This is an optimization exercise on Yosys and OpenROAD, whose aim is small area and a short achievable clock period, not a production implementation. No functional check of the RTL was part of any run shown here. Power is estimated from default activity; no workload was simulated.

==> flow/design.v (outline; a module is shown in full before it is edited, if it fits) <==
// module and64: 7 lines
// module or64: 7 lines
// module xnor64: 7 lines
// module xor64_by_1: 7 lines
// module comp_sign_extend: 7 lines
// module set_lsb: 6 lines
// module vadder64: 15 lines
// module shift64: 463 lines
// module lt65: 7 lines
// module gt65: 7 lines
// module mux8_to_1_x64: 38 lines
// module alu64: 533 lines
// module alu64_sync: 60 lines
module alu64_sync(
    input clk,
    input en,
    input MD,
    input [2:0] OP,
    input [63:0] R1,
    input [63:0] R2,
    output reg EQ,
    output reg GT,
    output reg LT,
    output reg OVR,
    output [63:0] Q
    );
  // ...
==> flow/flow/run.sh <==
#!/bin/bash
# Standard ORFS layout (the standard.sh), with the port buffers made from the
# smallest buffer cell instead of the one buffer_ports picks by default.
set -euo pipefail
bash standard.sh BUFFER_PORTS_ARGS="-buffer_cell sky130_fd_sc_hd__buf_1" finish > standard.log 2>&1
==> flow/standard.sh <==
#!/bin/bash
# synth_recipe.tcl (not shown) runs the flow's synth.tcl, then flattens the netlist and writes it again
# the make line also repeats each setting of config.mk as NAME=value (left out here)
make -C /OpenROAD-flow-scripts/flow DESIGN_CONFIG=/design/flow/config.mk WORK_HOME=/design/flow/orfs CLKGATE_MAP_FILE= SYNTH_SCRIPT=/design/flow/synth_recipe.tcl "${@:-finish}"
==> flow/config.mk <==
export PLATFORM = sky130hd
export DESIGN_NAME = alu64_sync
export DESIGN_NICKNAME = alu64_sync
export VERILOG_FILES = /design/flow/design.v
export SDC_FILE = /design/flow/constraint.sdc
export NUM_CORES = 4
export LEC_CHECK = 0
export ABC_AREA = 1
export CAP_MARGIN = 20
export CORE_MARGIN = 2
export CORE_UTILIZATION = 50
export CTS_BUF_LIST = sky130_fd_sc_hd__clkbuf_4 sky130_fd_sc_hd__clkbuf_8
export SETUP_SLACK_MARGIN = 1.7
export SLEW_MARGIN = 20
==> flow/constraint.sdc <==
create_clock -name core_clock -period 4.0 [get_ports {clk}]
set_input_delay 0.8000 -clock core_clock [delete_from_list [all_inputs] [get_ports {clk}]]
set_output_delay 0.8000 -clock core_clock [all_outputs]
set_load 0.01 [all_outputs]
==> impl_metrics.csv, run 1 <==
group,metric,value,unit
run_status,status,"complete, no violations",
clock_network,cts_buffer_depth,2,
pwr,p_leak,9.32,nW
placed_design,dpl.hpwl,53.8,mm
synth,synthTopCellsByCount,"nand2_1 (1079), o21ai_0 (418), inv_1 (317)",
pwr,seq_power_share,0.349,
layout,finish.utilization,0.580,
synth,yosysTopAreaCellShare,0.247,
min_path,min_path_type,"register to register",
layout,final_cell_count_no_fill,3601,
layout,seq_cell_count,164,
critical_path,cp-end-kind,"output pin",
synth,synth_edf_count,0,
global_routing,overflow,0,
placed_design,dp_slack,0.674,ns
sta,hold_ws,0.331,ns
critical_path,critPathLaunch,"V52$_DFF_P_",
pwr,powerComb,0.00243,W
placed_design,io_buffers,201,
synth,synth_fa_ha_area_frac,0.0114,
detailed_routing,dr_wl_met2,32.1,mm
pwr,power.share.combinational,0.431,
critical_path,cp-endpoint,"Q[5]",
synth,syn_avg_cell_area,5.47,sq um
pwr,internal_power,0.00322,W
layout,area_growth,14.5,%
min_path,whs_path_depth,0,
synth,synth_top_area_cell,"nand2_1",
detailed_routing,vias_per_cell,5.80,
pwr,clk-power,0.00124,W
synth,synth_compound_area_frac,0.223,
pwr,switching_share,0.428,
global_routing,grt-busiest-layer,"met2",
flow_run,max_cap_viol_count,0,
detailed_routing,wire_per_inst,19.8,um
layout,nets,3292,
detailed_routing,wl_met1,26.9,mm
sta,drv_slew,0,
pwr,powerDensity,299,nW/um^2
pwr,vdd.ir_drop.worst,0.148,mV
critical_path,worstPathRequired,3.20,ns
layout,largestClassByArea,"multi-input combinational cells",
critical_path,slowest_stage,"dfxtp_4",
clock_network,cts_tree,"done",
==> module shift64, before the edit <==
module shift64(D, V, FILL, REV, ADD, BC, S);
    input [63:0] D;
    input [5:0] V;
    input FILL;
    input REV;
    input ADD;
    input [15:1] BC;
    output [63:0] S;
    wire [63:0] fl;
    assign fl[0] = 1'b0;
    assign fl[1] = 1'b0;
    assign fl[2] = 1'b0;
    assign fl[3] = 1'b0;
    assign fl[4] = BC[1];
    assign fl[5] = BC[1] & (&D[4:4]);
    assign fl[6] = BC[1] & (&D[5:4]);
    assign fl[7] = BC[1] & (&D[6:4]);
    assign fl[8] = BC[2];
    assign fl[9] = BC[2] & (&D[8:8]);
    assign fl[10] = BC[2] & (&D[9:8]);
    assign fl[11] = BC[2] & (&D[10:8]);
    assign fl[12] = BC[3];
    assign fl[13] = BC[3] & (&D[12:12]);
    assign fl[14] = BC[3] & (&D[13:12]);
    assign fl[15] = BC[3] & (&D[14:12]);
    assign fl[16] = BC[4];
    assign fl[17] = BC[4] & (&D[16:16]);
    assign fl[18] = BC[4] & (&D[17:16]);
    assign fl[19] = BC[4] & (&D[18:16]);
    assign fl[20] = BC[5];
    assign fl[21] = BC[5] & (&D[20:20]);
    assign fl[22] = BC[5] & (&D[21:20]);
    assign fl[23] = BC[5] & (&D[22:20]);
    assign fl[24] = BC[6];
    assign fl[25] = BC[6] & (&D[24:24]);
    assign fl[26] = BC[6] & (&D[25:24]);
    assign fl[27] = BC[6] & (&D[26:24]);
    assign fl[28] = BC[7];
    assign fl[29] = BC[7] & (&D[28:28]);
    assign fl[30] = BC[7] & (&D[29:28]);
    assign fl[31] = BC[7] & (&D[30:28]);
    assign fl[32] = BC[8];
    assign fl[33] = BC[8] & (&D[32:32]);
    assign fl[34] = BC[8] & (&D[33:32]);
    assign fl[35] = BC[8] & (&D[34:32]);
    assign fl[36] = BC[9];
    assign fl[37] = BC[9] & (&D[36:36]);
    assign fl[38] = BC[9] & (&D[37:36]);
    assign fl[39] = BC[9] & (&D[38:36]);
    assign fl[40] = BC[10];
    assign fl[41] = BC[10] & (&D[40:40]);
    assign fl[42] = BC[10] & (&D[41:40]);
    assign fl[43] = BC[10] & (&D[42:40]);
    assign fl[44] = BC[11];
    assign fl[45] = BC[11] & (&D[44:44]);
    assign fl[46] = BC[11] & (&D[45:44]);
    assign fl[47] = BC[11] & (&D[46:44]);
    assign fl[48] = BC[12];
    assign fl[49] = BC[12] & (&D[48:48]);
    assign fl[50] = BC[12] & (&D[49:48]);
    assign fl[51] = BC[12] & (&D[50:48]);
    assign fl[52] = BC[13];
    assign fl[53] = BC[13] & (&D[52:52]);
    assign fl[54] = BC[13] & (&D[53:52]);
    assign fl[55] = BC[13] & (&D[54:52]);
    assign fl[56] = BC[14];
    assign fl[57] = BC[14] & (&D[56:56]);
    assign fl[58] = BC[14] & (&D[57:56]);
    assign fl[59] = BC[14] & (&D[58:56]);
    assign fl[60] = BC[15];
    assign fl[61] = BC[15] & (&D[60:60]);
    assign fl[62] = BC[15] & (&D[61:60]);
    assign fl[63] = BC[15] & (&D[62:60]);
    wire [63:0] sr0;
    assign sr0[0] = V[0] ? D[1] : D[0];
    assign sr0[1] = V[0] ? D[2] : D[1];
    assign sr0[2] = V[0] ? D[3] : D[2];
    assign sr0[3] = V[0] ? D[4] : D[3];
    assign sr0[4] = V[0] ? D[5] : D[4];
    assign sr0[5] = V[0] ? D[6] : D[5];
    assign sr0[6] = V[0] ? D[7] : D[6];
    assign sr0[7] = V[0] ? D[8] : D[7];
    assign sr0[8] = V[0] ? D[9] : D[8];
    assign sr0[9] = V[0] ? D[10] : D[9];
    assign sr0[10] = V[0] ? D[11] : D[10];
    assign sr0[11] = V[0] ? D[12] : D[11];
    assign sr0[12] = V[0] ? D[13] : D[12];
    assign sr0[13] = V[0] ? D[14] : D[13];
    assign sr0[14] = V[0] ? D[15] : D[14];
    assign sr0[15] = V[0] ? D[16] : D[15];
    assign sr0[16] = V[0] ? D[17] : D[16];
    assign sr0[17] = V[0] ? D[18] : D[17];
    assign sr0[18] = V[0] ? D[19] : D[18];
    assign sr0[19] = V[0] ? D[20] : D[19];
    assign sr0[20] = V[0] ? D[21] : D[20];
    assign sr0[21] = V[0] ? D[22] : D[21];
    assign sr0[22] = V[0] ? D[23] : D[22];
    assign sr0[23] = V[0] ? D[24] : D[23];
    assign sr0[24] = V[0] ? D[25] : D[24];
    assign sr0[25] = V[0] ? D[26] : D[25];
    assign sr0[26] = V[0] ? D[27] : D[26];
    assign sr0[27] = V[0] ? D[28] : D[27];
    assign sr0[28] = V[0] ? D[29] : D[28];
    assign sr0[29] = V[0] ? D[30] : D[29];
    assign sr0[30] = V[0] ? D[31] : D[30];
    assign sr0[31] = V[0] ? D[32] : D[31];
    assign sr0[32] = V[0] ? D[33] : D[32];
    assign sr0[33] = V[0] ? D[34] : D[33];
    assign sr0[34] = V[0] ? D[35] : D[34];
    assign sr0[35] = V[0] ? D[36] : D[35];
    assign sr0[36] = V[0] ? D[37] : D[36];
    assign sr0[37] = V[0] ? D[38] : D[37];
    assign sr0[38] = V[0] ? D[39] : D[38];
    assign sr0[39] = V[0] ? D[40] : D[39];
    assign sr0[40] = V[0] ? D[41] : D[40];
    assign sr0[41] = V[0] ? D[42] : D[41];
    assign sr0[42] = V[0] ? D[43] : D[42];
    assign sr0[43] = V[0] ? D[44] : D[43];
    assign sr0[44] = V[0] ? D[45] : D[44];
    assign sr0[45] = V[0] ? D[46] : D[45];
    assign sr0[46] = V[0] ? D[47] : D[46];
    assign sr0[47] = V[0] ? D[48] : D[47];
    assign sr0[48] = V[0] ? D[49] : D[48];
    assign sr0[49] = V[0] ? D[50] : D[49];
    assign sr0[50] = V[0] ? D[51] : D[50];
    assign sr0[51] = V[0] ? D[52] : D[51];
    assign sr0[52] = V[0] ? D[53] : D[52];
    assign sr0[53] = V[0] ? D[54] : D[53];
    assign sr0[54] = V[0] ? D[55] : D[54];
    assign sr0[55] = V[0] ? D[56] : D[55];
    assign sr0[56] = V[0] ? D[57] : D[56];
    assign sr0[57] = V[0] ? D[58] : D[57];
    assign sr0[58] = V[0] ? D[59] : D[58];
    assign sr0[59] = V[0] ? D[60] : D[59];
    assign sr0[60] = V[0] ? D[61] : D[60];
    assign sr0[61] = V[0] ? D[62] : D[61];
    assign sr0[62] = V[0] ? D[63] : D[62];
    assign sr0[63] = V[0] ? FILL : D[63];
    wire [63:0] sr1;
    assign sr1[0] = V[1] ? sr0[2] : sr0[0];
    assign sr1[1] = V[1] ? sr0[3] : sr0[1];
    assign sr1[2] = V[1] ? sr0[4] : sr0[2];
    assign sr1[3] = V[1] ? sr0[5] : sr0[3];
    assign sr1[4] = V[1] ? sr0[6] : sr0[4];
    assign sr1[5] = V[1] ? sr0[7] : sr0[5];
    assign sr1[6] = V[1] ? sr0[8] : sr0[6];
    assign sr1[7] = V[1] ? sr0[9] : sr0[7];
    assign sr1[8] = V[1] ? sr0[10] : sr0[8];
    assign sr1[9] = V[1] ? sr0[11] : sr0[9];
    assign sr1[10] = V[1] ? sr0[12] : sr0[10];
    assign sr1[11] = V[1] ? sr0[13] : sr0[11];
    assign sr1[12] = V[1] ? sr0[14] : sr0[12];
    assign sr1[13] = V[1] ? sr0[15] : sr0[13];
    assign sr1[14] = V[1] ? sr0[16] : sr0[14];
    assign sr1[15] = V[1] ? sr0[17] : sr0[15];
    assign sr1[16] = V[1] ? sr0[18] : sr0[16];
    assign sr1[17] = V[1] ? sr0[19] : sr0[17];
    assign sr1[18] = V[1] ? sr0[20] : sr0[18];
    assign sr1[19] = V[1] ? sr0[21] : sr0[19];
    assign sr1[20] = V[1] ? sr0[22] : sr0[20];
    assign sr1[21] = V[1] ? sr0[23] : sr0[21];
    assign sr1[22] = V[1] ? sr0[24] : sr0[22];
    assign sr1[23] = V[1] ? sr0[25] : sr0[23];
    assign sr1[24] = V[1] ? sr0[26] : sr0[24];
    assign sr1[25] = V[1] ? sr0[27] : sr0[25];
    assign sr1[26] = V[1] ? sr0[28] : sr0[26];
    assign sr1[27] = V[1] ? sr0[29] : sr0[27];
    assign sr1[28] = V[1] ? sr0[30] : sr0[28];
    assign sr1[29] = V[1] ? sr0[31] : sr0[29];
    assign sr1[30] = V[1] ? sr0[32] : sr0[30];
    assign sr1[31] = V[1] ? sr0[33] : sr0[31];
    assign sr1[32] = V[1] ? sr0[34] : sr0[32];
    assign sr1[33] = V[1] ? sr0[35] : sr0[33];
    assign sr1[34] = V[1] ? sr0[36] : sr0[34];
    assign sr1[35] = V[1] ? sr0[37] : sr0[35];
    assign sr1[36] = V[1] ? sr0[38] : sr0[36];
    assign sr1[37] = V[1] ? sr0[39] : sr0[37];
    assign sr1[38] = V[1] ? sr0[40] : sr0[38];
    assign sr1[39] = V[1] ? sr0[41] : sr0[39];
    assign sr1[40] = V[1] ? sr0[42] : sr0[40];
    assign sr1[41] = V[1] ? sr0[43] : sr0[41];
    assign sr1[42] = V[1] ? sr0[44] : sr0[42];
    assign sr1[43] = V[1] ? sr0[45] : sr0[43];
    assign sr1[44] = V[1] ? sr0[46] : sr0[44];
    assign sr1[45] = V[1] ? sr0[47] : sr0[45];
    assign sr1[46] = V[1] ? sr0[48] : sr0[46];
    assign sr1[47] = V[1] ? sr0[49] : sr0[47];
    assign sr1[48] = V[1] ? sr0[50] : sr0[48];
    assign sr1[49] = V[1] ? sr0[51] : sr0[49];
    assign sr1[50] = V[1] ? sr0[52] : sr0[50];
    assign sr1[51] = V[1] ? sr0[53] : sr0[51];
    assign sr1[52] = V[1] ? sr0[54] : sr0[52];
    assign sr1[53] = V[1] ? sr0[55] : sr0[53];
    assign sr1[54] = V[1] ? sr0[56] : sr0[54];
    assign sr1[55] = V[1] ? sr0[57] : sr0[55];
    assign sr1[56] = V[1] ? sr0[58] : sr0[56];
    assign sr1[57] = V[1] ? sr0[59] : sr0[57];
    assign sr1[58] = V[1] ? sr0[60] : sr0[58];
    assign sr1[59] = V[1] ? sr0[61] : sr0[59];
    assign sr1[60] = V[1] ? sr0[62] : sr0[60];
    assign sr1[61] = V[1] ? sr0[63] : sr0[61];
    assign sr1[62] = V[1] ? FILL : sr0[62];
    assign sr1[63] = V[1] ? FILL : sr0[63];
    wire [63:0] sr2;
    assign sr2[0] = V[2] ? sr1[4] : sr1[0];
    assign sr2[1] = V[2] ? sr1[5] : sr1[1];
    assign sr2[2] = V[2] ? sr1[6] : sr1[2];
    assign sr2[3] = V[2] ? sr1[7] : sr1[3];
    assign sr2[4] = V[2] ? sr1[8] : sr1[4];
    assign sr2[5] = V[2] ? sr1[9] : sr1[5];
    assign sr2[6] = V[2] ? sr1[10] : sr1[6];
    assign sr2[7] = V[2] ? sr1[11] : sr1[7];
    assign sr2[8] = V[2] ? sr1[12] : sr1[8];
    assign sr2[9] = V[2] ? sr1[13] : sr1[9];
    assign sr2[10] = V[2] ? sr1[14] : sr1[10];
    assign sr2[11] = V[2] ? sr1[15] : sr1[11];
    assign sr2[12] = V[2] ? sr1[16] : sr1[12];
    assign sr2[13] = V[2] ? sr1[17] : sr1[13];
    assign sr2[14] = V[2] ? sr1[18] : sr1[14];
    assign sr2[15] = V[2] ? sr1[19] : sr1[15];
    assign sr2[16] = V[2] ? sr1[20] : sr1[16];
    assign sr2[17] = V[2] ? sr1[21] : sr1[17];
    assign sr2[18] = V[2] ? sr1[22] : sr1[18];
    assign sr2[19] = V[2] ? sr1[23] : sr1[19];
    assign sr2[20] = V[2] ? sr1[24] : sr1[20];
    assign sr2[21] = V[2] ? sr1[25] : sr1[21];
    assign sr2[22] = V[2] ? sr1[26] : sr1[22];
    assign sr2[23] = V[2] ? sr1[27] : sr1[23];
    assign sr2[24] = V[2] ? sr1[28] : sr1[24];
    assign sr2[25] = V[2] ? sr1[29] : sr1[25];
    assign sr2[26] = V[2] ? sr1[30] : sr1[26];
    assign sr2[27] = V[2] ? sr1[31] : sr1[27];
    assign sr2[28] = V[2] ? sr1[32] : sr1[28];
    assign sr2[29] = V[2] ? sr1[33] : sr1[29];
    assign sr2[30] = V[2] ? sr1[34] : sr1[30];
    assign sr2[31] = V[2] ? sr1[35] : sr1[31];
    assign sr2[32] = V[2] ? sr1[36] : sr1[32];
    assign sr2[33] = V[2] ? sr1[37] : sr1[33];
    assign sr2[34] = V[2] ? sr1[38] : sr1[34];
    assign sr2[35] = V[2] ? sr1[39] : sr1[35];
    assign sr2[36] = V[2] ? sr1[40] : sr1[36];
    assign sr2[37] = V[2] ? sr1[41] : sr1[37];
    assign sr2[38] = V[2] ? sr1[42] : sr1[38];
    assign sr2[39] = V[2] ? sr1[43] : sr1[39];
    assign sr2[40] = V[2] ? sr1[44] : sr1[40];
    assign sr2[41] = V[2] ? sr1[45] : sr1[41];
    assign sr2[42] = V[2] ? sr1[46] : sr1[42];
    assign sr2[43] = V[2] ? sr1[47] : sr1[43];
    assign sr2[44] = V[2] ? sr1[48] : sr1[44];
    assign sr2[45] = V[2] ? sr1[49] : sr1[45];
    assign sr2[46] = V[2] ? sr1[50] : sr1[46];
    assign sr2[47] = V[2] ? sr1[51] : sr1[47];
    assign sr2[48] = V[2] ? sr1[52] : sr1[48];
    assign sr2[49] = V[2] ? sr1[53] : sr1[49];
    assign sr2[50] = V[2] ? sr1[54] : sr1[50];
    assign sr2[51] = V[2] ? sr1[55] : sr1[51];
    assign sr2[52] = V[2] ? sr1[56] : sr1[52];
    assign sr2[53] = V[2] ? sr1[57] : sr1[53];
    assign sr2[54] = V[2] ? sr1[58] : sr1[54];
    assign sr2[55] = V[2] ? sr1[59] : sr1[55];
    assign sr2[56] = V[2] ? sr1[60] : sr1[56];
    assign sr2[57] = V[2] ? sr1[61] : sr1[57];
    assign sr2[58] = V[2] ? sr1[62] : sr1[58];
    assign sr2[59] = V[2] ? sr1[63] : sr1[59];
    assign sr2[60] = V[2] ? FILL : sr1[60];
    assign sr2[61] = V[2] ? FILL : sr1[61];
    assign sr2[62] = V[2] ? FILL : sr1[62];
    assign sr2[63] = V[2] ? FILL : sr1[63];
    wire [63:0] sr3;
    assign sr3[0] = V[3] ? sr2[8] : sr2[0];
    assign sr3[1] = V[3] ? sr2[9] : sr2[1];
    assign sr3[2] = V[3] ? sr2[10] : sr2[2];
    assign sr3[3] = V[3] ? sr2[11] : sr2[3];
    assign sr3[4] = V[3] ? sr2[12] : sr2[4];
    assign sr3[5] = V[3] ? sr2[13] : sr2[5];
    assign sr3[6] = V[3] ? sr2[14] : sr2[6];
    assign sr3[7] = V[3] ? sr2[15] : sr2[7];
    assign sr3[8] = V[3] ? sr2[16] : sr2[8];
    assign sr3[9] = V[3] ? sr2[17] : sr2[9];
    assign sr3[10] = V[3] ? sr2[18] : sr2[10];
    assign sr3[11] = V[3] ? sr2[19] : sr2[11];
    assign sr3[12] = V[3] ? sr2[20] : sr2[12];
    assign sr3[13] = V[3] ? sr2[21] : sr2[13];
    assign sr3[14] = V[3] ? sr2[22] : sr2[14];
    assign sr3[15] = V[3] ? sr2[23] : sr2[15];
    assign sr3[16] = V[3] ? sr2[24] : sr2[16];
    assign sr3[17] = V[3] ? sr2[25] : sr2[17];
    assign sr3[18] = V[3] ? sr2[26] : sr2[18];
    assign sr3[19] = V[3] ? sr2[27] : sr2[19];
    assign sr3[20] = V[3] ? sr2[28] : sr2[20];
    assign sr3[21] = V[3] ? sr2[29] : sr2[21];
    assign sr3[22] = V[3] ? sr2[30] : sr2[22];
    assign sr3[23] = V[3] ? sr2[31] : sr2[23];
    assign sr3[24] = V[3] ? sr2[32] : sr2[24];
    assign sr3[25] = V[3] ? sr2[33] : sr2[25];
    assign sr3[26] = V[3] ? sr2[34] : sr2[26];
    assign sr3[27] = V[3] ? sr2[35] : sr2[27];
    assign sr3[28] = V[3] ? sr2[36] : sr2[28];
    assign sr3[29] = V[3] ? sr2[37] : sr2[29];
    assign sr3[30] = V[3] ? sr2[38] : sr2[30];
    assign sr3[31] = V[3] ? sr2[39] : sr2[31];
    assign sr3[32] = V[3] ? sr2[40] : sr2[32];
    assign sr3[33] = V[3] ? sr2[41] : sr2[33];
    assign sr3[34] = V[3] ? sr2[42] : sr2[34];
    assign sr3[35] = V[3] ? sr2[43] : sr2[35];
    assign sr3[36] = V[3] ? sr2[44] : sr2[36];
    assign sr3[37] = V[3] ? sr2[45] : sr2[37];
    assign sr3[38] = V[3] ? sr2[46] : sr2[38];
    assign sr3[39] = V[3] ? sr2[47] : sr2[39];
    assign sr3[40] = V[3] ? sr2[48] : sr2[40];
    assign sr3[41] = V[3] ? sr2[49] : sr2[41];
    assign sr3[42] = V[3] ? sr2[50] : sr2[42];
    assign sr3[43] = V[3] ? sr2[51] : sr2[43];
    assign sr3[44] = V[3] ? sr2[52] : sr2[44];
    assign sr3[45] = V[3] ? sr2[53] : sr2[45];
    assign sr3[46] = V[3] ? sr2[54] : sr2[46];
    assign sr3[47] = V[3] ? sr2[55] : sr2[47];
    assign sr3[48] = V[3] ? sr2[56] : sr2[48];
    assign sr3[49] = V[3] ? sr2[57] : sr2[49];
    assign sr3[50] = V[3] ? sr2[58] : sr2[50];
    assign sr3[51] = V[3] ? sr2[59] : sr2[51];
    assign sr3[52] = V[3] ? sr2[60] : sr2[52];
    assign sr3[53] = V[3] ? sr2[61] : sr2[53];
    assign sr3[54] = V[3] ? sr2[62] : sr2[54];
    assign sr3[55] = V[3] ? sr2[63] : sr2[55];
    assign sr3[56] = V[3] ? FILL : sr2[56];
    assign sr3[57] = V[3] ? FILL : sr2[57];
    assign sr3[58] = V[3] ? FILL : sr2[58];
    assign sr3[59] = V[3] ? FILL : sr2[59];
    assign sr3[60] = V[3] ? FILL : sr2[60];
    assign sr3[61] = V[3] ? FILL : sr2[61];
    assign sr3[62] = V[3] ? FILL : sr2[62];
    assign sr3[63] = V[3] ? FILL : sr2[63];
    wire [63:0] sr4;
    assign sr4[0] = V[4] ? sr3[16] : sr3[0];
    assign sr4[1] = V[4] ? sr3[17] : sr3[1];
    assign sr4[2] = V[4] ? sr3[18] : sr3[2];
    assign sr4[3] = V[4] ? sr3[19] : sr3[3];
    assign sr4[4] = V[4] ? sr3[20] : sr3[4];
    assign sr4[5] = V[4] ? sr3[21] : sr3[5];
    assign sr4[6] = V[4] ? sr3[22] : sr3[6];
    assign sr4[7] = V[4] ? sr3[23] : sr3[7];
    assign sr4[8] = V[4] ? sr3[24] : sr3[8];
    assign sr4[9] = V[4] ? sr3[25] : sr3[9];
    assign sr4[10] = V[4] ? sr3[26] : sr3[10];
    assign sr4[11] = V[4] ? sr3[27] : sr3[11];
    assign sr4[12] = V[4] ? sr3[28] : sr3[12];
    assign sr4[13] = V[4] ? sr3[29] : sr3[13];
    assign sr4[14] = V[4] ? sr3[30] : sr3[14];
    assign sr4[15] = V[4] ? sr3[31] : sr3[15];
    assign sr4[16] = V[4] ? sr3[32] : sr3[16];
    assign sr4[17] = V[4] ? sr3[33] : sr3[17];
    assign sr4[18] = V[4] ? sr3[34] : sr3[18];
    assign sr4[19] = V[4] ? sr3[35] : sr3[19];
    assign sr4[20] = V[4] ? sr3[36] : sr3[20];
    assign sr4[21] = V[4] ? sr3[37] : sr3[21];
    assign sr4[22] = V[4] ? sr3[38] : sr3[22];
    assign sr4[23] = V[4] ? sr3[39] : sr3[23];
    assign sr4[24] = V[4] ? sr3[40] : sr3[24];
    assign sr4[25] = V[4] ? sr3[41] : sr3[25];
    assign sr4[26] = V[4] ? sr3[42] : sr3[26];
    assign sr4[27] = V[4] ? sr3[43] : sr3[27];
    assign sr4[28] = V[4] ? sr3[44] : sr3[28];
    assign sr4[29] = V[4] ? sr3[45] : sr3[29];
    assign sr4[30] = V[4] ? sr3[46] : sr3[30];
    assign sr4[31] = V[4] ? sr3[47] : sr3[31];
    assign sr4[32] = V[4] ? sr3[48] : sr3[32];
    assign sr4[33] = V[4] ? sr3[49] : sr3[33];
    assign sr4[34] = V[4] ? sr3[50] : sr3[34];
    assign sr4[35] = V[4] ? sr3[51] : sr3[35];
    assign sr4[36] = V[4] ? sr3[52] : sr3[36];
    assign sr4[37] = V[4] ? sr3[53] : sr3[37];
    assign sr4[38] = V[4] ? sr3[54] : sr3[38];
    assign sr4[39] = V[4] ? sr3[55] : sr3[39];
    assign sr4[40] = V[4] ? sr3[56] : sr3[40];
    assign sr4[41] = V[4] ? sr3[57] : sr3[41];
    assign sr4[42] = V[4] ? sr3[58] : sr3[42];
    assign sr4[43] = V[4] ? sr3[59] : sr3[43];
    assign sr4[44] = V[4] ? sr3[60] : sr3[44];
    assign sr4[45] = V[4] ? sr3[61] : sr3[45];
    assign sr4[46] = V[4] ? sr3[62] : sr3[46];
    assign sr4[47] = V[4] ? sr3[63] : sr3[47];
    assign sr4[48] = V[4] ? FILL : sr3[48];
    assign sr4[49] = V[4] ? FILL : sr3[49];
    assign sr4[50] = V[4] ? FILL : sr3[50];
    assign sr4[51] = V[4] ? FILL : sr3[51];
    assign sr4[52] = V[4] ? FILL : sr3[52];
    assign sr4[53] = V[4] ? FILL : sr3[53];
    assign sr4[54] = V[4] ? FILL : sr3[54];
    assign sr4[55] = V[4] ? FILL : sr3[55];
    assign sr4[56] = V[4] ? FILL : sr3[56];
    assign sr4[57] = V[4] ? FILL : sr3[57];
    assign sr4[58] = V[4] ? FILL : sr3[58];
    assign sr4[59] = V[4] ? FILL : sr3[59];
    assign sr4[60] = V[4] ? FILL : sr3[60];
    assign sr4[61] = V[4] ? FILL : sr3[61];
    assign sr4[62] = V[4] ? FILL : sr3[62];
    assign sr4[63] = V[4] ? FILL : sr3[63];
    assign S[0] = ADD ? (D[0] ^ fl[0]) : sr4[0];
    assign S[1] = ADD ? (D[1] ^ fl[1]) : sr4[1];
    assign S[2] = ADD ? (D[2] ^ fl[2]) : sr4[2];
    assign S[3] = ADD ? (D[3] ^ fl[3]) : sr4[3];
    assign S[4] = ADD ? (D[4] ^ fl[4]) : sr4[4];
    assign S[5] = ADD ? (D[5] ^ fl[5]) : sr4[5];
    assign S[6] = ADD ? (D[6] ^ fl[6]) : sr4[6];
    assign S[7] = ADD ? (D[7] ^ fl[7]) : sr4[7];
    assign S[8] = ADD ? (D[8] ^ fl[8]) : sr4[8];
    assign S[9] = ADD ? (D[9] ^ fl[9]) : sr4[9];
    assign S[10] = ADD ? (D[10] ^ fl[10]) : sr4[10];
    assign S[11] = ADD ? (D[11] ^ fl[11]) : sr4[11];
    assign S[12] = ADD ? (D[12] ^ fl[12]) : sr4[12];
    assign S[13] = ADD ? (D[13] ^ fl[13]) : sr4[13];
    assign S[14] = ADD ? (D[14] ^ fl[14]) : sr4[14];
    assign S[15] = ADD ? (D[15] ^ fl[15]) : sr4[15];
    assign S[16] = ADD ? (D[16] ^ fl[16]) : sr4[16];
    assign S[17] = ADD ? (D[17] ^ fl[17]) : sr4[17];
    assign S[18] = ADD ? (D[18] ^ fl[18]) : sr4[18];
    assign S[19] = ADD ? (D[19] ^ fl[19]) : sr4[19];
    assign S[20] = ADD ? (D[20] ^ fl[20]) : sr4[20];
    assign S[21] = ADD ? (D[21] ^ fl[21]) : sr4[21];
    assign S[22] = ADD ? (D[22] ^ fl[22]) : sr4[22];
    assign S[23] = ADD ? (D[23] ^ fl[23]) : sr4[23];
    assign S[24] = ADD ? (D[24] ^ fl[24]) : sr4[24];
    assign S[25] = ADD ? (D[25] ^ fl[25]) : sr4[25];
    assign S[26] = ADD ? (D[26] ^ fl[26]) : sr4[26];
    assign S[27] = ADD ? (D[27] ^ fl[27]) : sr4[27];
    assign S[28] = ADD ? (D[28] ^ fl[28]) : sr4[28];
    assign S[29] = ADD ? (D[29] ^ fl[29]) : sr4[29];
    assign S[30] = ADD ? (D[30] ^ fl[30]) : sr4[30];
    assign S[31] = ADD ? (D[31] ^ fl[31]) : sr4[31];
    assign S[32] = ADD ? (D[32] ^ fl[32]) : sr4[32];
    assign S[33] = ADD ? (D[33] ^ fl[33]) : sr4[33];
    assign S[34] = ADD ? (D[34] ^ fl[34]) : sr4[34];
    assign S[35] = ADD ? (D[35] ^ fl[35]) : sr4[35];
    assign S[36] = ADD ? (D[36] ^ fl[36]) : sr4[36];
    assign S[37] = ADD ? (D[37] ^ fl[37]) : sr4[37];
    assign S[38] = ADD ? (D[38] ^ fl[38]) : sr4[38];
    assign S[39] = ADD ? (D[39] ^ fl[39]) : sr4[39];
    assign S[40] = ADD ? (D[40] ^ fl[40]) : sr4[40];
    assign S[41] = ADD ? (D[41] ^ fl[41]) : sr4[41];
    assign S[42] = ADD ? (D[42] ^ fl[42]) : sr4[42];
    assign S[43] = ADD ? (D[43] ^ fl[43]) : sr4[43];
    assign S[44] = ADD ? (D[44] ^ fl[44]) : sr4[44];
    assign S[45] = ADD ? (D[45] ^ fl[45]) : sr4[45];
    assign S[46] = ADD ? (D[46] ^ fl[46]) : sr4[46];
    assign S[47] = ADD ? (D[47] ^ fl[47]) : sr4[47];
    assign S[48] = ADD ? (D[48] ^ fl[48]) : sr4[48];
    assign S[49] = ADD ? (D[49] ^ fl[49]) : sr4[49];
    assign S[50] = ADD ? (D[50] ^ fl[50]) : sr4[50];
    assign S[51] = ADD ? (D[51] ^ fl[51]) : sr4[51];
    assign S[52] = ADD ? (D[52] ^ fl[52]) : sr4[52];
    assign S[53] = ADD ? (D[53] ^ fl[53]) : sr4[53];
    assign S[54] = ADD ? (D[54] ^ fl[54]) : sr4[54];
    assign S[55] = ADD ? (D[55] ^ fl[55]) : sr4[55];
    assign S[56] = ADD ? (D[56] ^ fl[56]) : sr4[56];
    assign S[57] = ADD ? (D[57] ^ fl[57]) : sr4[57];
    assign S[58] = ADD ? (D[58] ^ fl[58]) : sr4[58];
    assign S[59] = ADD ? (D[59] ^ fl[59]) : sr4[59];
    assign S[60] = ADD ? (D[60] ^ fl[60]) : sr4[60];
    assign S[61] = ADD ? (D[61] ^ fl[61]) : sr4[61];
    assign S[62] = ADD ? (D[62] ^ fl[62]) : sr4[62];
    assign S[63] = ADD ? (D[63] ^ fl[63]) : sr4[63];
endmodule
==> module alu64_sync, before the edit <==
module alu64_sync(
    input clk,
    input en,
    input MD,
    input [2:0] OP,
    input [63:0] R1,
    input [63:0] R2,
    output reg EQ,
    output reg GT,
    output reg LT,
    output reg OVR,
    output [63:0] Q
    );
	reg [63:0] D_r;
	reg [5:0] V_r;
	reg FILL_r, REV_r, ADD_r, SLT_r, SGT_r, LT_r, EQ_r, OVR_r;
	reg [15:1] BC_r;
	reg [63:0] Q2;
	reg REV2;
	reg V52, FILL2;
	wire [63:0] D_w, S_w;
	wire [5:0] V_w;
	wire FILL_w, REV_w, ADD_w, SLT_w, SGT_w, LT_w, EQ_w, OVR_w;
	wire [15:1] BC_w;
	wire GT_1 = ~(LT_r | EQ_r);
	always @(posedge clk)
	begin
		D_r <= D_w;
		V_r <= V_w[5:0];
		FILL_r <= FILL_w;
		REV_r <= REV_w;
		ADD_r <= ADD_w;
		BC_r <= BC_w;
		SLT_r <= SLT_w;
		SGT_r <= SGT_w;
		LT_r <= LT_w;
		EQ_r <= EQ_w;
		OVR_r <= OVR_w;
		EQ <= EQ_r;
		GT <= GT_1;
		LT <= LT_r;
		OVR <= OVR_r;
		Q2 <= {S_w[63:1], S_w[0] | (SLT_r & LT_r) | (SGT_r & GT_1)};
		REV2 <= REV_r;
		V52 <= V_r[5];
		FILL2 <= FILL_r;
	end
	wire [63:0] T2 = V52 ? {{32{FILL2}}, Q2[63:32]} : Q2;
	genvar i;
	generate for (i = 0; i < 64; i = i + 1) begin : g_q
		assign Q[i] = REV2 ? T2[63 - i] : T2[i];
	end endgenerate
	alu64 u_front (
		.en(en), .MD(MD), .OP(OP), .R1(R1), .R2(R2),
		.D(D_w), .V(V_w), .FILL(FILL_w), .REV(REV_w), .ADD(ADD_w), .BC(BC_w),
		.SLT(SLT_w), .SGT(SGT_w), .LT(LT_w), .EQ(EQ_w), .OVR(OVR_w));
	shift64 u_back (
		.D(D_r), .V({1'b0, V_r[4:0]}), .FILL(FILL_r), .REV(REV_r), .ADD(ADD_r), .BC(BC_r),
		.S(S_w));
endmodule
==> inputs of run 2 (changes only) <==
--- a/flow/design.v
+++ b/flow/design.v
@@ -455,80 +455,146 @@
     assign sr4[56] = V[4] ? FILL : sr3[56];
     assign sr4[57] = V[4] ? FILL : sr3[57];
     assign sr4[58] = V[4] ? FILL : sr3[58];
     assign sr4[59] = V[4] ? FILL : sr3[59];
     assign sr4[60] = V[4] ? FILL : sr3[60];
     assign sr4[61] = V[4] ? FILL : sr3[61];
     assign sr4[62] = V[4] ? FILL : sr3[62];
     assign sr4[63] = V[4] ? FILL : sr3[63];
-    assign S[0] = ADD ? (D[0] ^ fl[0]) : sr4[0];
-    assign S[1] = ADD ? (D[1] ^ fl[1]) : sr4[1];
-    assign S[2] = ADD ? (D[2] ^ fl[2]) : sr4[2];
-    assign S[3] = ADD ? (D[3] ^ fl[3]) : sr4[3];
-    assign S[4] = ADD ? (D[4] ^ fl[4]) : sr4[4];
-    assign S[5] = ADD ? (D[5] ^ fl[5]) : sr4[5];
-    assign S[6] = ADD ? (D[6] ^ fl[6]) : sr4[6];
-    assign S[7] = ADD ? (D[7] ^ fl[7]) : sr4[7];
-    assign S[8] = ADD ? (D[8] ^ fl[8]) : sr4[8];
-    assign S[9] = ADD ? (D[9] ^ fl[9]) : sr4[9];
-    assign S[10] = ADD ? (D[10] ^ fl[10]) : sr4[10];
-    assign S[11] = ADD ? (D[11] ^ fl[11]) : sr4[11];
-    assign S[12] = ADD ? (D[12] ^ fl[12]) : sr4[12];
-    assign S[13] = ADD ? (D[13] ^ fl[13]) : sr4[13];
-    assign S[14] = ADD ? (D[14] ^ fl[14]) : sr4[14];
-    assign S[15] = ADD ? (D[15] ^ fl[15]) : sr4[15];
-    assign S[16] = ADD ? (D[16] ^ fl[16]) : sr4[16];
-    assign S[17] = ADD ? (D[17] ^ fl[17]) : sr4[17];
-    assign S[18] = ADD ? (D[18] ^ fl[18]) : sr4[18];
-    assign S[19] = ADD ? (D[19] ^ fl[19]) : sr4[19];
-    assign S[20] = ADD ? (D[20] ^ fl[20]) : sr4[20];
-    assign S[21] = ADD ? (D[21] ^ fl[21]) : sr4[21];
-    assign S[22] = ADD ? (D[22] ^ fl[22]) : sr4[22];
-    assign S[23] = ADD ? (D[23] ^ fl[23]) : sr4[23];
-    assign S[24] = ADD ? (D[24] ^ fl[24]) : sr4[24];
-    assign S[25] = ADD ? (D[25] ^ fl[25]) : sr4[25];
-    assign S[26] = ADD ? (D[26] ^ fl[26]) : sr4[26];
-    assign S[27] = ADD ? (D[27] ^ fl[27]) : sr4[27];
-    assign S[28] = ADD ? (D[28] ^ fl[28]) : sr4[28];
-    assign S[29] = ADD ? (D[29] ^ fl[29]) : sr4[29];
-    assign S[30] = ADD ? (D[30] ^ fl[30]) : sr4[30];
-    assign S[31] = ADD ? (D[31] ^ fl[31]) : sr4[31];
-    assign S[32] = ADD ? (D[32] ^ fl[32]) : sr4[32];
-    assign S[33] = ADD ? (D[33] ^ fl[33]) : sr4[33];
-    assign S[34] = ADD ? (D[34] ^ fl[34]) : sr4[34];
-    assign S[35] = ADD ? (D[35] ^ fl[35]) : sr4[35];
-    assign S[36] = ADD ? (D[36] ^ fl[36]) : sr4[36];
-    assign S[37] = ADD ? (D[37] ^ fl[37]) : sr4[37];
-    assign S[38] = ADD ? (D[38] ^ fl[38]) : sr4[38];
-    assign S[39] = ADD ? (D[39] ^ fl[39]) : sr4[39];
-    assign S[40] = ADD ? (D[40] ^ fl[40]) : sr4[40];
-    assign S[41] = ADD ? (D[41] ^ fl[41]) : sr4[41];
-    assign S[42] = ADD ? (D[42] ^ fl[42]) : sr4[42];
-    assign S[43] = ADD ? (D[43] ^ fl[43]) : sr4[43];
-    assign S[44] = ADD ? (D[44] ^ fl[44]) : sr4[44];
-    assign S[45] = ADD ? (D[45] ^ fl[45]) : sr4[45];
-    assign S[46] = ADD ? (D[46] ^ fl[46]) : sr4[46];
-    assign S[47] = ADD ? (D[47] ^ fl[47]) : sr4[47];
-    assign S[48] = ADD ? (D[48] ^ fl[48]) : sr4[48];
-    assign S[49] = ADD ? (D[49] ^ fl[49]) : sr4[49];
-    assign S[50] = ADD ? (D[50] ^ fl[50]) : sr4[50];
-    assign S[51] = ADD ? (D[51] ^ fl[51]) : sr4[51];
-    assign S[52] = ADD ? (D[52] ^ fl[52]) : sr4[52];
-    assign S[53] = ADD ? (D[53] ^ fl[53]) : sr4[53];
-    assign S[54] = ADD ? (D[54] ^ fl[54]) : sr4[54];
-    assign S[55] = ADD ? (D[55] ^ fl[55]) : sr4[55];
-    assign S[56] = ADD ? (D[56] ^ fl[56]) : sr4[56];
-    assign S[57] = ADD ? (D[57] ^ fl[57]) : sr4[57];
-    assign S[58] = ADD ? (D[58] ^ fl[58]) : sr4[58];
-    assign S[59] = ADD ? (D[59] ^ fl[59]) : sr4[59];
-    assign S[60] = ADD ? (D[60] ^ fl[60]) : sr4[60];
-    assign S[61] = ADD ? (D[61] ^ fl[61]) : sr4[61];
-    assign S[62] = ADD ? (D[62] ^ fl[62]) : sr4[62];
-    assign S[63] = ADD ? (D[63] ^ fl[63]) : sr4[63];
+    wire [63:0] sr5;
+    assign sr5[0] = V[5] ? sr4[32] : sr4[0];
+    assign sr5[1] = V[5] ? sr4[33] : sr4[1];
+    assign sr5[2] = V[5] ? sr4[34] : sr4[2];
+    assign sr5[3] = V[5] ? sr4[35] : sr4[3];
+    assign sr5[4] = V[5] ? sr4[36] : sr4[4];
+    assign sr5[5] = V[5] ? sr4[37] : sr4[5];
+    assign sr5[6] = V[5] ? sr4[38] : sr4[6];
+    assign sr5[7] = V[5] ? sr4[39] : sr4[7];
+    assign sr5[8] = V[5] ? sr4[40] : sr4[8];
+    assign sr5[9] = V[5] ? sr4[41] : sr4[9];
+    assign sr5[10] = V[5] ? sr4[42] : sr4[10];
+    assign sr5[11] = V[5] ? sr4[43] : sr4[11];
+    assign sr5[12] = V[5] ? sr4[44] : sr4[12];
+    assign sr5[13] = V[5] ? sr4[45] : sr4[13];
+    assign sr5[14] = V[5] ? sr4[46] : sr4[14];
+    assign sr5[15] = V[5] ? sr4[47] : sr4[15];
+    assign sr5[16] = V[5] ? sr4[48] : sr4[16];
+    assign sr5[17] = V[5] ? sr4[49] : sr4[17];
+    assign sr5[18] = V[5] ? sr4[50] : sr4[18];
+    assign sr5[19] = V[5] ? sr4[51] : sr4[19];
+    assign sr5[20] = V[5] ? sr4[52] : sr4[20];
+    assign sr5[21] = V[5] ? sr4[53] : sr4[21];
+    assign sr5[22] = V[5] ? sr4[54] : sr4[22];
+    assign sr5[23] = V[5] ? sr4[55] : sr4[23];
+    assign sr5[24] = V[5] ? sr4[56] : sr4[24];
+    assign sr5[25] = V[5] ? sr4[57] : sr4[25];
+    assign sr5[26] = V[5] ? sr4[58] : sr4[26];
+    assign sr5[27] = V[5] ? sr4[59] : sr4[27];
+    assign sr5[28] = V[5] ? sr4[60] : sr4[28];
+    assign sr5[29] = V[5] ? sr4[61] : sr4[29];
+    assign sr5[30] = V[5] ? sr4[62] : sr4[30];
+    assign sr5[31] = V[5] ? sr4[63] : sr4[31];
+    assign sr5[32] = V[5] ? FILL : sr4[32];
+    assign sr5[33] = V[5] ? FILL : sr4[33];
+    assign sr5[34] = V[5] ? FILL : sr4[34];
+    assign sr5[35] = V[5] ? FILL : sr4[35];
+    assign sr5[36] = V[5] ? FILL : sr4[36];
+    assign sr5[37] = V[5] ? FILL : sr4[37];
+    assign sr5[38] = V[5] ? FILL : sr4[38];
+    assign sr5[39] = V[5] ? FILL : sr4[39];
+    assign sr5[40] = V[5] ? FILL : sr4[40];
+    assign sr5[41] = V[5] ? FILL : sr4[41];
+    assign sr5[42] = V[5] ? FILL : sr4[42];
+    assign sr5[43] = V[5] ? FILL : sr4[43];
+    assign sr5[44] = V[5] ? FILL : sr4[44];
+    assign sr5[45] = V[5] ? FILL : sr4[45];
+    assign sr5[46] = V[5] ? FILL : sr4[46];
+    assign sr5[47] = V[5] ? FILL : sr4[47];
+    assign sr5[48] = V[5] ? FILL : sr4[48];
+    assign sr5[49] = V[5] ? FILL : sr4[49];
+    assign sr5[50] = V[5] ? FILL : sr4[50];
+    assign sr5[51] = V[5] ? FILL : sr4[51];
+    assign sr5[52] = V[5] ? FILL : sr4[52];
+    assign sr5[53] = V[5] ? FILL : sr4[53];
+    assign sr5[54] = V[5] ? FILL : sr4[54];
+    assign sr5[55] = V[5] ? FILL : sr4[55];
+    assign sr5[56] = V[5] ? FILL : sr4[56];
+    assign sr5[57] = V[5] ? FILL : sr4[57];
+    assign sr5[58] = V[5] ? FILL : sr4[58];
+    assign sr5[59] = V[5] ? FILL : sr4[59];
+    assign sr5[60] = V[5] ? FILL : sr4[60];
+    assign sr5[61] = V[5] ? FILL : sr4[61];
+    assign sr5[62] = V[5] ? FILL : sr4[62];
+    assign sr5[63] = V[5] ? FILL : sr4[63];
+    wire nrm = ~REV & ~ADD;
+    assign S[0] = (REV & sr5[63]) | (nrm & sr5[0]) | (ADD & (D[0] ^ fl[0]));
+    assign S[1] = (REV & sr5[62]) | (nrm & sr5[1]) | (ADD & (D[1] ^ fl[1]));
+    assign S[2] = (REV & sr5[61]) | (nrm & sr5[2]) | (ADD & (D[2] ^ fl[2]));
+    assign S[3] = (REV & sr5[60]) | (nrm & sr5[3]) | (ADD & (D[3] ^ fl[3]));
+    assign S[4] = (REV & sr5[59]) | (nrm & sr5[4]) | (ADD & (D[4] ^ fl[4]));
+    assign S[5] = (REV & sr5[58]) | (nrm & sr5[5]) | (ADD & (D[5] ^ fl[5]));
+    assign S[6] = (REV & sr5[57]) | (nrm & sr5[6]) | (ADD & (D[6] ^ fl[6]));
+    assign S[7] = (REV & sr5[56]) | (nrm & sr5[7]) | (ADD & (D[7] ^ fl[7]));
+    assign S[8] = (REV & sr5[55]) | (nrm & sr5[8]) | (ADD & (D[8] ^ fl[8]));
+    assign S[9] = (REV & sr5[54]) | (nrm & sr5[9]) | (ADD & (D[9] ^ fl[9]));
+    assign S[10] = (REV & sr5[53]) | (nrm & sr5[10]) | (ADD & (D[10] ^ fl[10]));
+    assign S[11] = (REV & sr5[52]) | (nrm & sr5[11]) | (ADD & (D[11] ^ fl[11]));
+    assign S[12] = (REV & sr5[51]) | (nrm & sr5[12]) | (ADD & (D[12] ^ fl[12]));
+    assign S[13] = (REV & sr5[50]) | (nrm & sr5[13]) | (ADD & (D[13] ^ fl[13]));
+    assign S[14] = (REV & sr5[49]) | (nrm & sr5[14]) | (ADD & (D[14] ^ fl[14]));
+    assign S[15] = (REV & sr5[48]) | (nrm & sr5[15]) | (ADD & (D[15] ^ fl[15]));
+    assign S[16] = (REV & sr5[47]) | (nrm & sr5[16]) | (ADD & (D[16] ^ fl[16]));
+    assign S[17] = (REV & sr5[46]) | (nrm & sr5[17]) | (ADD & (D[17] ^ fl[17]));
+    assign S[18] = (REV & sr5[45]) | (nrm & sr5[18]) | (ADD & (D[18] ^ fl[18]));
+    assign S[19] = (REV & sr5[44]) | (nrm & sr5[19]) | (ADD & (D[19] ^ fl[19]));
+    assign S[20] = (REV & sr5[43]) | (nrm & sr5[20]) | (ADD & (D[20] ^ fl[20]));
+    assign S[21] = (REV & sr5[42]) | (nrm & sr5[21]) | (ADD & (D[21] ^ fl[21]));
+    assign S[22] = (REV & sr5[41]) | (nrm & sr5[22]) | (ADD & (D[22] ^ fl[22]));
+    assign S[23] = (REV & sr5[40]) | (nrm & sr5[23]) | (ADD & (D[23] ^ fl[23]));
+    assign S[24] = (REV & sr5[39]) | (nrm & sr5[24]) | (ADD & (D[24] ^ fl[24]));
+    assign S[25] = (REV & sr5[38]) | (nrm & sr5[25]) | (ADD & (D[25] ^ fl[25]));
+    assign S[26] = (REV & sr5[37]) | (nrm & sr5[26]) | (ADD & (D[26] ^ fl[26]));
+    assign S[27] = (REV & sr5[36]) | (nrm & sr5[27]) | (ADD & (D[27] ^ fl[27]));
+    assign S[28] = (REV & sr5[35]) | (nrm & sr5[28]) | (ADD & (D[28] ^ fl[28]));
+    assign S[29] = (REV & sr5[34]) | (nrm & sr5[29]) | (ADD & (D[29] ^ fl[29]));
+    assign S[30] = (REV & sr5[33]) | (nrm & sr5[30]) | (ADD & (D[30] ^ fl[30]));
+    assign S[31] = (REV & sr5[32]) | (nrm & sr5[31]) | (ADD & (D[31] ^ fl[31]));
+    assign S[32] = (REV & sr5[31]) | (nrm & sr5[32]) | (ADD & (D[32] ^ fl[32]));
+    assign S[33] = (REV & sr5[30]) | (nrm & sr5[33]) | (ADD & (D[33] ^ fl[33]));
+    assign S[34] = (REV & sr5[29]) | (nrm & sr5[34]) | (ADD & (D[34] ^ fl[34]));
+    assign S[35] = (REV & sr5[28]) | (nrm & sr5[35]) | (ADD & (D[35] ^ fl[35]));
+    assign S[36] = (REV & sr5[27]) | (nrm & sr5[36]) | (ADD & (D[36] ^ fl[36]));
+    assign S[37] = (REV & sr5[26]) | (nrm & sr5[37]) | (ADD & (D[37] ^ fl[37]));
+    assign S[38] = (REV & sr5[25]) | (nrm & sr5[38]) | (ADD & (D[38] ^ fl[38]));
+    assign S[39] = (REV & sr5[24]) | (nrm & sr5[39]) | (ADD & (D[39] ^ fl[39]));
+    assign S[40] = (REV & sr5[23]) | (nrm & sr5[40]) | (ADD & (D[40] ^ fl[40]));
+    assign S[41] = (REV & sr5[22]) | (nrm & sr5[41]) | (ADD & (D[41] ^ fl[41]));
+    assign S[42] = (REV & sr5[21]) | (nrm & sr5[42]) | (ADD & (D[42] ^ fl[42]));
+    assign S[43] = (REV & sr5[20]) | (nrm & sr5[43]) | (ADD & (D[43] ^ fl[43]));
+    assign S[44] = (REV & sr5[19]) | (nrm & sr5[44]) | (ADD & (D[44] ^ fl[44]));
+    assign S[45] = (REV & sr5[18]) | (nrm & sr5[45]) | (ADD & (D[45] ^ fl[45]));
+    assign S[46] = (REV & sr5[17]) | (nrm & sr5[46]) | (ADD & (D[46] ^ fl[46]));
+    assign S[47] = (REV & sr5[16]) | (nrm & sr5[47]) | (ADD & (D[47] ^ fl[47]));
+    assign S[48] = (REV & sr5[15]) | (nrm & sr5[48]) | (ADD & (D[48] ^ fl[48]));
+    assign S[49] = (REV & sr5[14]) | (nrm & sr5[49]) | (ADD & (D[49] ^ fl[49]));
+    assign S[50] = (REV & sr5[13]) | (nrm & sr5[50]) | (ADD & (D[50] ^ fl[50]));
+    assign S[51] = (REV & sr5[12]) | (nrm & sr5[51]) | (ADD & (D[51] ^ fl[51]));
+    assign S[52] = (REV & sr5[11]) | (nrm & sr5[52]) | (ADD & (D[52] ^ fl[52]));
+    assign S[53] = (REV & sr5[10]) | (nrm & sr5[53]) | (ADD & (D[53] ^ fl[53]));
+    assign S[54] = (REV & sr5[9]) | (nrm & sr5[54]) | (ADD & (D[54] ^ fl[54]));
+    assign S[55] = (REV & sr5[8]) | (nrm & sr5[55]) | (ADD & (D[55] ^ fl[55]));
+    assign S[56] = (REV & sr5[7]) | (nrm & sr5[56]) | (ADD & (D[56] ^ fl[56]));
+    assign S[57] = (REV & sr5[6]) | (nrm & sr5[57]) | (ADD & (D[57] ^ fl[57]));
+    assign S[58] = (REV & sr5[5]) | (nrm & sr5[58]) | (ADD & (D[58] ^ fl[58]));
+    assign S[59] = (REV & sr5[4]) | (nrm & sr5[59]) | (ADD & (D[59] ^ fl[59]));
+    assign S[60] = (REV & sr5[3]) | (nrm & sr5[60]) | (ADD & (D[60] ^ fl[60]));
+    assign S[61] = (REV & sr5[2]) | (nrm & sr5[61]) | (ADD & (D[61] ^ fl[61]));
+    assign S[62] = (REV & sr5[1]) | (nrm & sr5[62]) | (ADD & (D[62] ^ fl[62]));
+    assign S[63] = (REV & sr5[0]) | (nrm & sr5[63]) | (ADD & (D[63] ^ fl[63]));
 endmodule
 `timescale 1ns / 1ps
 module lt65(
     input [64:0] a,
     input [64:0] b,
     output a_lt_b
     );
 	assign a_lt_b = $signed(a) < $signed(b);
@@ -875,21 +941,22 @@
     assign bc[11] = BG3_10;
     assign bc[12] = BG3_11;
     assign bc[13] = BG3_12;
     assign bc[14] = BG3_13;
     assign bc[15] = BG3_14;
     assign bc[16] = BG3_15;
     wire [63:0] s0 = p ^ cl;
     assign OVR = bc[16];
-    wire [63:0] lg;
-    wire [63:0] le;
-    assign lg[62:0] = ~a[62:0] & p[62:0];
-    assign lg[63] = a[63] & p[63];
-    assign le = ~p;
+    wire [63:0] x = a ^ b;
+    wire [63:0] lg;    
+    wire [63:0] le;    
+    assign lg[62:0] = ~a[62:0] & x[62:0];
+    assign lg[63] = x[63] & (a[63] ^ MD);
+    assign le = ~x;
     wire CL0_0 = lg[1] | (le[1] & lg[0]);
     wire CE0_0 = le[1] & le[0];
     wire CL0_1 = lg[3] | (le[3] & lg[2]);
     wire CE0_1 = le[3] & le[2];
     wire CL0_2 = lg[5] | (le[5] & lg[4]);
     wire CE0_2 = le[5] & le[4];
     wire CL0_3 = lg[7] | (le[7] & lg[6]);
     wire CE0_3 = le[7] & le[6];
@@ -1006,21 +1073,18 @@
     wire CL3_3 = CL2_7 | (CE2_7 & CL2_6);
     wire CE3_3 = CE2_7 & CE2_6;
     wire CL4_0 = CL3_1 | (CE3_1 & CL3_0);
     wire CE4_0 = CE3_1 & CE3_0;
     wire CL4_1 = CL3_3 | (CE3_3 & CL3_2);
     wire CE4_1 = CE3_3 & CE3_2;
     wire CL5_0 = CL4_1 | (CE4_1 & CL4_0);
     wire CE5_0 = CE4_1 & CE4_0;
-    wire lt0 = CL5_0;
-    wire eq0 = CE5_0;
-    wire eq1 = &p;
-    assign LT = MD ? ~OVR : lt0;
-    assign EQ = MD ? eq1 : eq0;
+    assign LT = CL5_0;
+    assign EQ = CE5_0;
     wire s_add = en & (OP == 3'b000);
     wire s_shl = en & (OP == 3'b001);
     wire s_shr = en & (OP == 3'b101);
     wire op_x = en & (OP == 3'b100);
     wire op_o = en & (OP == 3'b110);
     wire op_a = en & (OP == 3'b111);
     wire pas = ~en;
     wire shr_a = s_shr;
@@ -1121,25 +1185,22 @@
     input MD,
     input [2:0] OP,
     input [63:0] R1,
     input [63:0] R2,
     output reg EQ,
     output reg GT,
     output reg LT,
     output reg OVR,
-    output [63:0] Q
+    output reg [63:0] Q
     );
 	reg [63:0] D_r;
 	reg [5:0] V_r;
 	reg FILL_r, REV_r, ADD_r, SLT_r, SGT_r, LT_r, EQ_r, OVR_r;
 	reg [15:1] BC_r;
-	reg [63:0] Q2;
-	reg REV2;
-	reg V52, FILL2;
 	wire [63:0] D_w, S_w;
 	wire [5:0] V_w;
 	wire FILL_w, REV_w, ADD_w, SLT_w, SGT_w, LT_w, EQ_w, OVR_w;
 	wire [15:1] BC_w;
 	wire GT_1 = ~(LT_r | EQ_r);
 	always @(posedge clk)
 	begin
 		D_r <= D_w;
@@ -1152,26 +1213,18 @@
 		SGT_r <= SGT_w;
 		LT_r <= LT_w;
 		EQ_r <= EQ_w;
 		OVR_r <= OVR_w;
 		EQ <= EQ_r;
 		GT <= GT_1;
 		LT <= LT_r;
 		OVR <= OVR_r;
-		Q2 <= {S_w[63:1], S_w[0] | (SLT_r & LT_r) | (SGT_r & GT_1)};
-		REV2 <= REV_r;
-		V52 <= V_r[5];
-		FILL2 <= FILL_r;
+		Q <= {S_w[63:1], S_w[0] | (SLT_r & LT_r) | (SGT_r & GT_1)};
 	end
-	wire [63:0] T2 = V52 ? {{32{FILL2}}, Q2[63:32]} : Q2;
-	genvar i;
-	generate for (i = 0; i < 64; i = i + 1) begin : g_q
-		assign Q[i] = REV2 ? T2[63 - i] : T2[i];
-	end endgenerate
 	alu64 u_front (
 		.en(en), .MD(MD), .OP(OP), .R1(R1), .R2(R2),
 		.D(D_w), .V(V_w), .FILL(FILL_w), .REV(REV_w), .ADD(ADD_w), .BC(BC_w),
 		.SLT(SLT_w), .SGT(SGT_w), .LT(LT_w), .EQ(EQ_w), .OVR(OVR_w));
 	shift64 u_back (
-		.D(D_r), .V({1'b0, V_r[4:0]}), .FILL(FILL_r), .REV(REV_r), .ADD(ADD_r), .BC(BC_r),
+		.D(D_r), .V(V_r), .FILL(FILL_r), .REV(REV_r), .ADD(ADD_r), .BC(BC_r),
 		.S(S_w));
 endmodule
==> flow/config.mk (replaced) <==
export PLATFORM = sky130hd
export DESIGN_NAME = alu64_sync
export DESIGN_NICKNAME = alu64_sync
export VERILOG_FILES = /design/flow/design.v
export SDC_FILE = /design/flow/constraint.sdc
export NUM_CORES = 4
export LEC_CHECK = 0
export ABC_AREA = 1
export CAP_MARGIN = 20
export CORE_MARGIN = 2
export CORE_UTILIZATION = 55
export CTS_BUF_LIST = sky130_fd_sc_hd__clkbuf_4 sky130_fd_sc_hd__clkbuf_8
export SETUP_SLACK_MARGIN = 1.7
export SLEW_MARGIN = 20
==> impl_metrics.csv, run 2 <==
group,metric,value,unit
synth,yosysTopAreaCellShare,0.215,
detailed_routing,drtPass1Iterations,7,
critical_path,max_stage_delay,0.49,ns
synth,async_flop_share,0,
sta,skew,0.0227,ns
detailed_routing,drt-total-wl,69.3,mm
placed_design,io_buffers,201,
detailed_routing,vias_per_cell,6.24,
min_path,min_path_type,"register to register",
layout,final_common_cell,"nand2_1",
die,initial_core_util,0.556,
min_path,min_from,"OVR_r$_DFF_P_",
global_routing,antenna_found_initial,4,
sta,period_share,0.576,
detailed_routing,route.vias.total,20900,
layout,nets,3127,
synth,synthFlopType,"dfxtp_1",
sta,hold_viol,0,
synth,syn_avg_cell_area,5.64,sq um
clock_network,cts.sinks,161,
run_status,status,"complete, no violations",
sta,fin_ws,1.69,ns
critical_path,critPathBufInv,1,
critical_path,cp-end-kind,"register",
critical_path,critPathLaunch,"V_r[0]$_SDFF_PN0_",
global_routing,grt_max_degree,68,
detailed_routing,wire_per_inst,20.7,um
synth,synth_fp_nets,2997,
layout,top_regs,"D_r (64), Q (64), BC_r (15)",
clock_network,cts_tree,"done",
clock_network,clock_latency,0.50,ns
die,dieHeight,174,um
synth,synth_cells,2816,
placed_design,dpl.hpwl,51.6,mm
die,fp-row-count,62,
synth,synthTopCellsByCount,"nand2_1 (911), nand3_1 (521), inv_1 (270)",
clock_network,root_buffer,"clkbuf_8",
layout,fillers,2827,
pwr,p_leak,8.70,nW
sta,tns,0,ns
global_routing,overflow,0,
synth,synth_most_common_cell,"nand2_1",
die,core_area,28500,sq um
pwr,vdd.ir_drop.worst,0.222,mV
layout,area_growth,13.7,%
die,die_w,174,um
synth,synth.distinct_cells,47,
critical_path,worstPathRequired,4.43,ns
sta,slew_headroom,0.454,
clock_network,htree_levels,4,
layout,finish.utilization,0.632,
critical_path,r2r_start,"V_r[0]$_SDFF_PN0_",
synth,synth_edf_count,0,
die,io_pins,202,
synth,synth_area,15900,sq um
global_routing,grt_pass1_wl,102,mm
critical_path,setup.worst_path.class,"register to register",
global_routing,grt_pass1_vias,18200,
synth,ys_ff_latch,161,
global_routing,grt_util_all_layers,0.434,
synth,synth_top_area_cell,"nand2_1",
placed_design,dp_slack,0.689,ns
sta,worst_pin_slew,0.816,ns
detailed_routing,drt_drc_violations_left,0,
sta,rsz0062_at_grt,"true",
clock_network,cts_buffer_depth,2,
flow_run,max_cap_viol_count,0,
placed_design,gp_congestion,1.04,
pwr,powerDensity,307,nW/um^2
synth,ys.warnings.count,1,
clock_network,clk_pin_slew,0.10,ns
detailed_routing,ant_nets,0,
critical_path,arrival,2.73,ns
synth,yosys-top-cells-area,"nand2_1 (22%), dfxtp_1 (20%), nand3_1 (16%)",
sta,min_period,2.31,ns
sta,setup_viol,0,
layout,drive_gt1_frac,0.0858,
critical_path,cpMostUsedCell,"nand2_1",
detailed_routing,drt_iter0_drc,2910,
layout,final_cell_count_no_fill,3347,
sta,drv_slew,0,
critical_path,start_kind,"register",
synth,ys_seq_area_frac,0.203,
critical_path,cp_max_fo,33,
layout,mostFrequentLayoutCells,"nand2_1 (898), nand3_1 (504), inv_1 (259)",
die,design.die.area,30300,sq um
critical_path,crit_chain,"inv_8, o21ai_1, nand2_1, o21ai_1, nand2_1, nand3_1, nand2_1, nand2_1, nand3_1, nand2_1, nand2_1, nand3_1",
critical_path,cp_top_family,"simple AND/OR/NAND/NOR gates",
critical_path,slowest_stage,"dfxtp_4",
placed_design,dpl.cell_count,3284,
clock_network,cts_buffers,17,
sta,fmax,434,MHz
-- run 2: changes by cell type after synthesis, moves of 15 or more --
cell | before | now
inv_1 | 317 | 270
nand4_1 | 42 | 18
xor2_1 | 7 | 29
o2111ai_1 | 14 | 36
ha_1 | 15 | 47
o21ai_1 | 2 | 36
clkbuf_1 | 103 | 88
o211ai_1 | 17 | 61
nand2_1 | 1079 | 911
nand2_2 | 18 | 3
o21ai_0 | 418 | 223
a21oi_1 | 185 | 112
mux2i_1 | 48 | 6
nand3_1 | 259 | 521
-- run 2: per-stage QoR --
step / instance area, sq um / power (W) / hold slack, ns
after global placement: 16800 / 0.00408 / 0.315
after CTS: 17400 / 0.00533 / 0.336
after floorplan: 15900 / 0.00337 / 0.310
after detailed placement: 16800 / 0.00412 / 0.313
after global routing: 18000 / 0.00583 / 0.353
final: 18100 / 0.00554 / 0.335
-- run 2: layout make-up --
| class | count | area (sq um) | share of cell area |
|---|---|---|---|
| inverters | 277 | 1080 | 0.0596 |
| repair inverters | 1 | 8.76 | 0.000485 |
| clock inverters | 15 | 160 | 0.00887 |
| multi-input cells | 2231 | 11500 | 0.635 |
| repair buffers | 257 | 1380 | 0.0766 |
| diodes | 4 | 10.0 | 0.000554 |
| well taps | 384 | 480 | 0.0266 |
| clock buffers | 17 | 234 | 0.0130 |
| flip-flops and latches | 161 | 3240 | 0.179 |
-- run 2: cell families (layout without fill, tap and decap cells) --
| kind of cell | Yosys count | after routing | share of synthesized area |
|---|---|---|---|
| flops | 161 | 161 | 0.203 |
| other cells | 0 | 4 | 0 |
| simple gates | 1627 | 1627 | 0.438 |
| compound gates | 508 | 508 | 0.184 |
| xor+xnor | 43 | 43 | 0.0270 |
| mux | 6 | 6 | 0.00378 |
| buf+inv | 424 | 567 | 0.107 |
| fa+ha+maj | 47 | 47 | 0.0370 |
-- run 2: path summary, 6_finish.rpt --
check,to,slack [ns],cells after the start
max,Q[26]$_DFF_P_,1.69,12
min,OVR$_DFF_P_,0.34,0
max reg2reg,Q[26]$_DFF_P_,1.69,12
min reg2reg,OVR$_DFF_P_,0.34,0
-- run 2: routing by layer --
layer | up-vias | track usage | share of wire
met5 | - | 0 | 0
met4 | 0 | 0.273 | 0.080
met3 | 323 | 0.0967 | 0.12
met2 | 1568 | 0.692 | 0.43
met1 | 9341 | 0.532 | 0.36
li1 | 9662 | - | -
-- run 2: what timing repair did --
item,in CTS,in global routing
resized for setup,50,128
gates cloned,0,5
pin swaps,7,25
buffers inserted,8,14
endpoints found under the setup margin,96,90
hold buffers,0,0
-- run 2: power by group --
group	switching (W)	internal, W	leakage, nW
clock	0.000756	0.000469	0.195
sequential	0.000142	0.00182	1.35
combinational	0.00162	0.000741	7.16
total	0.00251	0.00303	8.70
-- run 2: worst reg2reg max path, delay by kind of cell (launching register included) --
family | cells | cell delay (ns)
compound gates | 2 | 0.56
buf+inv | 1 | 0.12
flops | 1 | 0.49
simple gates | 9 | 1.07

==> port drivers added, routing unchanged <==
How much do the figures lean on ideal ports? The routed layouts below were timed once more, with nothing changed but the port constraints.
Step 1: set_driving_cell puts a clkbuf_16 on clk and a buf_2 on each other input, an assumption about the parent block.
Step 2 adds t to the input delays and takes it off the output delays; t is the mean of the earliest and latest rising clock arrival at the registers after step 1. Input paths then give back, and output paths get back, about the clock's delay inside the block.
a / b / c = no drivers / after step 1 / after step 2; a / b = the first two.
run | t, ns | setup slack, ns | latest minus earliest clock arrival (ns)
run 1 | 0.541 | 1.521 / 1.475 / 1.223 | 0.032 / 0.032
run 2 | 0.534 | 1.695 / 1.695 / 1.180 | 0.025 / 0.025
After both steps setup and hold are still met in every run listed. For run 2, which loses most, drivers alone change the setup slack by 0.000 ns; drivers and shift together by -0.515 ns.
